From an optimization exercise on the open Yosys and OpenROAD flow, aimed at small area and a short achievable clock period; shortcuts taken in it are not production practice. No functional check of the RTL was part of this run. Power figures rest on the tool's default switching activity, not on a simulated workload.

--- flow/run.sh ---
#!/bin/bash
# synth_recipe.tcl (not shown) runs the flow's synth.tcl, then flattens the netlist and writes it again
# the make line also repeats each setting of config.mk as NAME=value (left out here)
make -C /OpenROAD-flow-scripts/flow DESIGN_CONFIG=/design/flow/config.mk WORK_HOME=/design/flow/orfs CLKGATE_MAP_FILE= SYNTH_SCRIPT=/design/flow/synth_recipe.tcl finish
--- flow/config.mk ---
export PLATFORM = sky130hd
export DESIGN_NAME = ULA_LCD
export DESIGN_NICKNAME = ULA_LCD
export VERILOG_FILES = /design/flow/design.v
export SDC_FILE = /design/flow/constraint.sdc
export NUM_CORES = 4
export LEC_CHECK = 0
export ABC_AREA = 1
export CAP_MARGIN = 20
export CORE_MARGIN = 2
export CORE_UTILIZATION = 40
export SLEW_MARGIN = 20
--- flow/constraint.sdc ---
create_clock -name core_clock -period 120.0 [get_ports {clk}]
set_input_delay 24.0000 -clock core_clock [delete_from_list [all_inputs] [get_ports {clk}]]
set_output_delay 24.0000 -clock core_clock [all_outputs]
set_load 0.01 [all_outputs]
--- flow/design.v ---
module ULA_LCD(clk, rst, rs, rw, en, dados, SOMA, SUBT, MULT, IGUAL, A, B, sinalA, sinalB);
	input [7:0] A;
	input [7:0] B;
	input sinalA;
	input sinalB;
	input SOMA;
	input SUBT;
	input MULT;
	input IGUAL;
	output en;
	output rw;
	output rs;
	output [7:0] dados;
	input clk;
	input rst;
	reg rs;
	reg en;
	reg [7:0] dados;
	parameter T45 = 2250, T5 = 250, T25 = 125;
	assign rw = 1'b0;
	reg [11:0] cnt;
	reg flag_rst;
	wire flag45    = (cnt == T45 + 1);
	wire flag5     = (cnt > T5);
	wire flag2meio = (cnt > T25);
	always @(posedge clk) begin
		if (rst)
			cnt <= 0;
		else if (flag_rst)
			cnt <= 1;
		else if (cnt != T45 + 1)
			cnt <= cnt + 1'b1;
	end
	localparam E0 = 4'd0,      
	           E1 = 4'd1,      
	           E2 = 4'd2,      
	           E3 = 4'd3,      
	           E4 = 4'd4,      
	           E5 = 4'd5,      
	           E6 = 4'd6,      
	           E9 = 4'd7,      
	           L1W = 4'd8,     
	           L1 = 4'd9,      
	           E15 = 4'd10,    
	           L2W = 4'd11,    
	           L2 = 4'd12;     
	reg [3:0] estado;    
	reg in20;            
	reg subest;
	reg [4:0] charPos;   
	reg [1:0] operacao;
	reg menos;
	reg menosA;
	reg menosB;
	reg flagbt1, flagbt2, flagbt3, flagbt4;
	reg [7:0] D;         
	wire sL2 = (estado == L2);
	wire opMul = (operacao == 2'd3);
	wire opSub = (operacao == 2'd2);
	wire selB = charPos[3] | (charPos[2] & charPos[1]);    
	wire mulsel = sL2 & opMul;
	wire xa = sL2 ? (operacao == 2'd1) : ~selB;
	wire [7:0] X = mulsel ? B : {7'd0, xa};
	wire [7:0] Y = (sL2 ? (opSub ? D : (operacao == 2'd1) ? B : 8'd0) : (selB ? B : 8'd0));
	reg [15:0] V;
	reg [7:0] s, c, ns, nc, pp;
	reg cy;
	integer r, k;
	always @(*) begin
		pp = A & {8{X[0]}};
		s = pp ^ Y;
		c = pp & Y;
		V[0] = s[0];
		for (r = 1; r < 8; r = r + 1) begin
			pp = A & {8{X[r]}};
			for (k = 0; k < 8; k = k + 1) begin
				ns[k] = pp[k] ^ (k < 7 ? s[k+1] : 1'b0) ^ c[k];
				nc[k] = pp[k] & (k < 7 ? s[k+1] : 1'b0) | c[k] & (pp[k] ^ (k < 7 ? s[k+1] : 1'b0));
			end
			s = ns;
			c = nc;
			V[r] = s[0];
		end
		cy = 1'b0;
		for (k = 0; k < 8; k = k + 1) begin
			V[8+k] = (k < 7 ? s[k+1] : 1'b0) ^ c[k] ^ cy;
			cy = (k < 7 ? s[k+1] : 1'b0) & c[k] | cy & ((k < 7 ? s[k+1] : 1'b0) ^ c[k]);
		end
	end
	function [3:0] add3(input [3:0] x);
		add3 = {x[3] | x[2]&x[0] | x[2]&x[1],
		        x[3]&x[0] | x[2]&~x[1]&~x[0],
		        x[3]&~x[0] | ~x[2]&x[1] | x[1]&x[0],
		        x[3]&~x[0] | ~x[3]&~x[2]&x[0] | x[2]&x[1]&~x[0]};
	endfunction
	reg [19:0] bcd;
	integer i;
	always @(*) begin
		bcd = 0;
		for (i = 15; i >= 0; i = i - 1) begin
			bcd[3:0] = add3(bcd[3:0]);
			bcd[7:4] = add3(bcd[7:4]);
			bcd[11:8] = add3(bcd[11:8]);
			bcd[15:12] = add3(bcd[15:12]);
			bcd = {bcd[18:0], V[i]};
		end
	end
	reg [3:0] dig;
	always @(*) begin
		if (sL2) begin
			case (charPos[2:0])
				3'd1: dig = opMul ? bcd[19:16] : bcd[11:8];
				3'd2: dig = opMul ? bcd[15:12] : bcd[7:4];
				3'd3: dig = opMul ? bcd[11:8] : bcd[3:0];
				3'd4: dig = bcd[7:4];
				default: dig = bcd[3:0];
			endcase
		end
		else begin
			case (charPos[3:0])
				4'd0, 4'd6: dig = bcd[11:8];
				4'd1, 4'd7: dig = bcd[7:4];
				default: dig = bcd[3:0];
			endcase
		end
	end
	wire [7:0] dch = {4'b0011, dig};
	wire [8:0] dif = {1'b0, A} - {1'b0, B};
	wire AgtB = ~dif[8] & (dif[7:0] != 0);
	wire BgtA = dif[8];
	wire [7:0] absd = dif[8] ? (~dif[7:0] + 1'b1) : dif[7:0];
	wire nz = (A != 0) & (B != 0);
	reg [1:0] opn;
	reg menosn;
	reg [2:0] c1n;
	task go20(input [3:0] st);
		begin
			in20 <= 1;
			estado <= st;
			subest <= 0;
		end
	endtask
	always @(posedge clk) begin
	if (rst) begin
		rs <= 0;
		en <= 0;
		dados <= 0;
		flagbt1 <= 0;
		flagbt2 <= 0;
		flagbt3 <= 0;
		flagbt4 <= 0;
		flag_rst <= 0;
		estado <= E0;
		in20 <= 0;
		subest <= 0;
		charPos <= 0;
		operacao <= 0;
		menos <= 0;
		D <= 0;
		menosA <= 0;
		menosB <= 0;
	end
	else if (in20) begin
		en <= 1;
		if (subest == 0) begin
			subest <= 1;
			flag_rst <= 1;
		end
		else if (flag2meio) begin
			in20 <= 0;
			subest <= 0;
		end
		else
			flag_rst <= 0;
	end
	else case (estado)
		E0: begin
			if (flag45) begin
				estado <= E1;
				subest <= 0;
			end
		end
		E6: begin
			en <= 0;
			opn = operacao;
			if (!SOMA & !flagbt1) flagbt1 <= 1;
			else if (SOMA & flagbt1) begin
				subest <= 0;
				estado <= E9;
				charPos <= 31;
				flagbt1 <= 0;
				flag_rst <= 1;
				menosA <= 1;
				menosB <= 1;
				opn = 1;
			end
			if (!SUBT & !flagbt2) flagbt2 <= 1;
			else if (SUBT & flagbt2) begin
				subest <= 0;
				estado <= L1;
				charPos <= 31;
				flag_rst <= 1;
				flagbt2 <= 0;
				menosA <= 1;
				menosB <= 1;
				opn = 2;
			end
			if (!MULT & !flagbt3) flagbt3 <= 1;
			else if (MULT & flagbt3) begin
				subest <= 0;
				estado <= L1;
				flagbt3 <= 0;
				flag_rst <= 1;
				opn = 3;
				menosA <= 1;
				menosB <= 1;
				charPos <= 31;
			end
			if (!IGUAL & !flagbt4) flagbt4 <= 1;
			else if (IGUAL & flagbt4) begin
				charPos <= 0;
				subest <= 0;
				estado <= E15;
				flagbt4 <= 0;
			end
			operacao <= opn;
		end
		L1: begin
			if (charPos == 17) begin
				estado <= E6;
				subest <= 0;
			end
			else if (charPos == 16) begin
				en <= 0;
				go20(L1W);
				charPos <= 17;
			end
			else if (charPos <= 15 || charPos == 31) begin
				rs <= 1;
				en <= 1;
				go20(L1W);
				charPos <= charPos + 1'b1;
				case (charPos)
				31: begin
					rs <= 0;
					dados <= 1;
				end
				0: begin
					if (sinalA & menosA) begin
						dados <= 45;
						menosA <= 0;
						charPos <= 0;
					end
					else dados <= dch;
				end
				1, 2, 7, 8: dados <= dch;
				4: dados <= (operacao == 2'd1) ? 8'd43 : (operacao == 2'd2) ? 8'd45 : 8'd42;
				6: begin
					if (sinalB & menosB) begin
						dados <= 45;
						menosB <= 0;
						charPos <= 6;
					end
					else dados <= dch;
				end
				default: dados <= 32;
				endcase
			end
		end
		default: begin
			opn = operacao;
			menosn = menos;
			if (estado == E15) begin
				if (operacao == 1) begin
					if (sinalA & !sinalB) begin
						opn = 2;
						menosn = AgtB;
					end
					else if (!sinalA & sinalB) begin
						opn = 2;
						menosn = BgtA;
					end
					else if (sinalA & sinalB) menosn = nz;
					else menosn = 0;
				end
				else if (operacao == 2) begin
					if (sinalA & !sinalB) begin
						opn = 1;
						menosn = nz;
					end
					else if (!sinalA & sinalB) begin
						opn = 1;
						menosn = 0;
					end
					else if (sinalA & sinalB) menosn = AgtB;
					else menosn = BgtA;
				end
				D <= absd;
				operacao <= opn;
			end
			if (estado != E15 || opn != 0) begin
				if (subest == 0) begin
					en <= 0;
					subest <= 1;
					flag_rst <= 1;
					if (estado == E5) dados <= 0;
				end
				else if (!flag5) begin
					en <= 0;
					flag_rst <= 0;
				end
				else case (estado)
					E1: begin
						c1n = charPos[2:0] + 1'b1;
						charPos <= c1n;
						rs <= 0;
						en <= 1;
						dados <= 8'h38;
						flag_rst <= 1;
						go20((c1n == 4) ? E2 : E1);
					end
					E2: begin
						rs <= 0;
						en <= 1;
						dados <= 8'h0C;
						flag_rst <= 1;
						go20(E3);
					end
					E3: begin
						dados <= 1;
						flag_rst <= 1;
						go20(E4);
					end
					E4: begin
						rs <= 0;
						en <= 1;
						dados <= 8'h06;
						flag_rst <= 1;
						go20(E5);
					end
					E5: begin
						subest <= 0;
						estado <= E6;
					end
					E9: begin
						rs <= 0;
						en <= 1;
						dados <= 1;
						flag_rst <= 1;
						go20(L1W);
					end
					L1W: begin
						en <= 0;
						subest <= 0;
						flag_rst <= 1;
						estado <= L1;
					end
					E15: begin
						rs <= 0;
						en <= 1;
						dados <= 8'hC0;
						go20(L2W);
						if (opn == 3) menosn = (sinalA ^ sinalB) & nz;
					end
					L2W: begin
						subest <= 0;
						estado <= L2;
					end
					L2: begin
						if (charPos == 0) begin
							go20(L2W);
							charPos <= 1;
						end
						else if (charPos == 1 && menos) begin
							menosn = 0;
							rs <= 1;
							en <= 1;
							dados <= 45;
							go20(L2W);
						end
						else if (opMul ? (charPos == 7) : (charPos == 5)) begin
							go20(E6);
						end
						else if (opMul ? (charPos <= 6) : (charPos <= 4)) begin
							rs <= 1;
							en <= 1;
							dados <= (opMul ? (charPos == 6) : (charPos == 4)) ? 8'd32 : dch;
							charPos <= charPos + 1'b1;
							go20(L2W);
						end
					end
					default: ;
				endcase
			end
			menos <= menosn;
		end
	endcase
	end
endmodule
==> run summary <==
Worst setup path
Counting stages on the worst path, the most repeated cell is nand2_1. For the worst setup path, the data arrival time is 35830 ps. The largest single stage delay on the critical path is 600 ps. Of all nets on the critical path, the largest fanout is 8. The required time at the endpoint of the critical path is 120200 ps.

STA classifies the critical path startpoint as a primary input. The type of element capturing the critical path is a flop. Among all stages on the critical path, the largest delay is contributed by fa_1.

The setup path with the least slack is of type primary input to flop.

Drt
The post-detailed-route wirelength per cell is 13.52 µm. Using the TritonRoute via totals, the vias-per-cell ratio works out to 5.207. The number of detailed-route iterations in the first pass is 5. The wire length reported by the detailed router is 26000 µm. The detail route stage leaves a number of antenna-violating nets equal to 0. Detailed routing inserted a total of 10020 vias. The count of unresolved DRC violations after routing is 0. After the first detailed-routing iteration, the DRC count stood at 737.

Cells and area
For this run, the number of standard cells in the final layout without fillers is 1924. The library cell used most frequently in the layout, excluding fill and tap cells, is nand2_1. In the final layout, the share of cells above drive strength 1 is 8.910%. The net count of the finished layout is 1737.

In the final layout, flip-flops and latches occupy 0.001001 mm². The post-synthesis to final-layout area growth is 8.810%. The multi-input combinational cells in the finished layout cover a total of 0.007496 mm².

The library cells used most frequently in the layout, excluding fill and tap cells, are nand2_1 (362), nor2_1 (227), inv_1 (217). The antenna cell count is 0. The number of fill cells is 2539.

Synthesis
The largest area contributor in the synthesized netlist is nand2_1. For this run, the number of Yosys warnings is 1. A synthesized cell averages 6.000 µm². Among all flip-flop cells after synthesis, the most frequent one is dfxtp_1. The portion of synthesized cell area occupied by the leading cell type is 14.32%. Of all flip-flops after synthesis, the portion carrying an async set or reset was 0%. After synthesis, flip-flops and latches occupy 10.55% of the total area. Sorting the synthesized cells by area gives the leading types as nand2_1 (14%), fa_1 (12%), dfxtp_1 (11%), nor2_1 (9.0%), inv_1 (8.6%).

When the netlist entered floorplanning its net count stood at 1714. The number of cells produced by synthesis is 1581. The count of flip-flops with a built-in enable after synthesis is 0. The unique cell type count in the Yosys netlist is 56. The register bit total from synthesis is 50. The synthesized netlist occupies a cell area of 0.009487 mm².

Placement
Routability-driven placement finished with a final weighted congestion of 0.9599. The number of placed instances, taps included, is 1916. The HPWL reported at the end of detailed placement is 21270 µm. During placement, the flow inserted port buffers numbering 33.

Job
Across the run, the number of max-cap violations was 0.

GRT
The number of global-route vias before repair came to 9154. The global-route wire length before repair is 43950 µm. The number of antenna violations at the first check in global routing was 0. Global routing finished with a remaining overflow of 0. The largest net degree at the start of global routing is 26. For this run, the total global-route usage over all layers was measured as 21.21%.

Die
For this design the top-level I/O count stands at 35. The total area inside the core boundary comes to 0.02340 mm². From left edge to right edge, the die measures 158 µm. The initial utilization of the core area, before any placement, comes to 40.54%.

The overall die area is 0.02496 mm². In this run the vertical extent of the chip is 158 µm. The site row count is 56.

Power and ir drop
VDD sags by at most 0.000005802 V. The design draws 0.0001050 W. The total power divided by cell area is 10.18 mW/mm².

The reported leakage power is 5.094 nW.

STA
The period utilization is 29.69%. For the final routed database, the setup TNS stands at 0 ps. For the pin with the worst max-slew slack, the measured transition is 854.6 ps. For the final database, setup skew stands at 6.918 ps. The top achievable clock speed is 0.02806 GHz. The total count of hold-check failures in the final report is 0. The max-slew violation count is 0. The number of endpoints failing setup at the final stage is 0.

The minimum clock period after layout is 35630 ps. The tightest slew margin relative to the limit is 42.96%. Setup repair after global routing left no endpoint under its margin.

Clock network
Once the clock tree was built, the setup fixing pass inserted 0 buffers. The number of hold buffers added after cts is 0. The deepest clock path buffer count is 2. The tree built by TritonCTS fans out to 50 sinks. The number of clock buffers added by TritonCTS is 5. The insertion delay of the later-clocked pin in the worst-skew pair is 300 ps.

After clock tree synthesis, the repair step resized 0 gates. The buffer cell driving the clock tree root is clkbuf_16. The H-tree was split into 2 levels. TritonCTS built the clock tree. The clock slew seen by the registers of the worst setup and hold paths is 70 ps.

Outcome
The run finished with no timing, DRC or antenna violations.

Hold path
The class of the most critical hold timing path is flop to flop.
==> synth_stat cells, drive strengths merged, types with 8 or more instances <==
cell type    n
o211ai      13
nand4        8
a31oi       13
xor2        10
inv        233
dfxtp       50
clkbuf      15
fa          56
nand3      167
o21ai      102
ha          53
nand2      417
nor3        28
a211oi      19
a21oi       95
nor2       237
==> worst max-delay path, delay by kind of cell <==
| kind | cells | cell delay (ps) |
|---|---|---|
| AO/OA/AOI/OAI | 3 | 970 |
| adder cells (fa/ha/maj) | 15 | 6110 |
| buffers and inverters | 5 | 740 |
| AND/OR/NAND/NOR | 39 | 4020 |
==> layer usage <==
layer | global-route usage (%) | vias to the layer above | share of wire, %
met3 | 2.546 | 26 | 5.6
li1 | - | 5197 | -
met2 | 32.90 | 244 | 43
met4 | 2.445 | 0 | 0.92
met1 | 32.25 | 4552 | 51
met5 | 0 | - | 0
==> area by class of cell <==
cell class / count / share of cell area [%]
multi-input combinational: 1270 / 72.62
timing repair buffer: 37 / 3.491
sequential: 50 / 9.697
clock inverter: 3 / 0.3879
tap: 319 / 3.867
clock buffer: 5 / 1.212
inverter: 240 / 8.727
==> where the power goes <==
part	switching [W]	internal [W]	leakage [nW]
Sequential	0.00000345	0.0000193	0.406
Combinational	0.0000438	0.0000216	4.61
Clock	0.00000713	0.00000980	0.0836
Total	0.0000544	0.0000507	5.09
==> cell families after synthesis <==
| kind of cell | synth area share, % |
|---|---|
| buffers and inverters | 10.43 |
| adder cells (fa/ha/maj) | 18.81 |
| XOR/XNOR | 1.016 |
| AND/OR/NAND/NOR | 41.36 |
| other | 0.03953 |
| flip-flops | 10.55 |
| AO/OA/AOI/OAI | 17.79 |
==> through the flow <==
| stage | instance area, µm² | hold slack, ps | setup WS, ps | utilization (%) |
|---|---|---|---|---|
| after global routing | 10320 | 474.7 | 83380 | 44.11 |
| final | 10320 | 439.5 | 84370 | 44.11 |
| after detailed placement | 10160 | 429.5 | 84010 | 43.40 |
| after floorplan | 9487 | 412.4 | 85590 | - |
| after CTS | 10320 | 443.3 | 84330 | 44.11 |
| after global placement | 10160 | 430.4 | 84190 | 43.40 |
==> flip-flops by register name (all words and copies together) (netlist names), named ones only <==
register	cells
flagbt4	1
menos	1
estado	4
flagbt3	1
menosB	1
in20	1
rs	1
menosA	1
D	8
subest	1
en	1
flag_rst	1
flagbt1	1
charPos	5
cnt	12
dados	7
flagbt2	1
==> worst paths after layout <==
check / start / to / slack (ps) / cells after the start
worst max register to register: flop / dados[0] / 106290 / 65
worst max-delay path: B[0] / dados[0] / 84370 / 62
worst min-delay path: cnt[10] / cnt[10] / 440 / 1
worst min register to register: cnt[10] / cnt[10] / 440 / 1

separate check: timing with driven ports:
In the flow no input, the clock included, has a driving cell. The finished layout below was timed again as built, in two steps. Step 1 (the two cells are an assumption about what drives the block):
set clk [get_ports {clk}]
set_driving_cell -lib_cell sky130_fd_sc_hd__clkbuf_16 $clk
set_driving_cell -lib_cell sky130_fd_sc_hd__buf_2 [delete_from_list [all_inputs] $clk]
Step 2 moves the port delays by t, midway between the first and last clock arrival at a register: inputs arrive t later, outputs are due t later. That takes back most of the time a late clock gives input paths. Slacks: ideal ports / drivers / drivers and shift; pairs: ideal ports / drivers.
t (ns): 0.341
setup WS [ns]: 84.367 / 84.383 / 84.043
worst slew at a driven data input, ns: 0.06
pins driven straight from the clock port: 1
After both steps this run still meets setup and hold. The setup slack of this run moves by +0.016 ns with the drivers and by -0.324 ns with both steps.
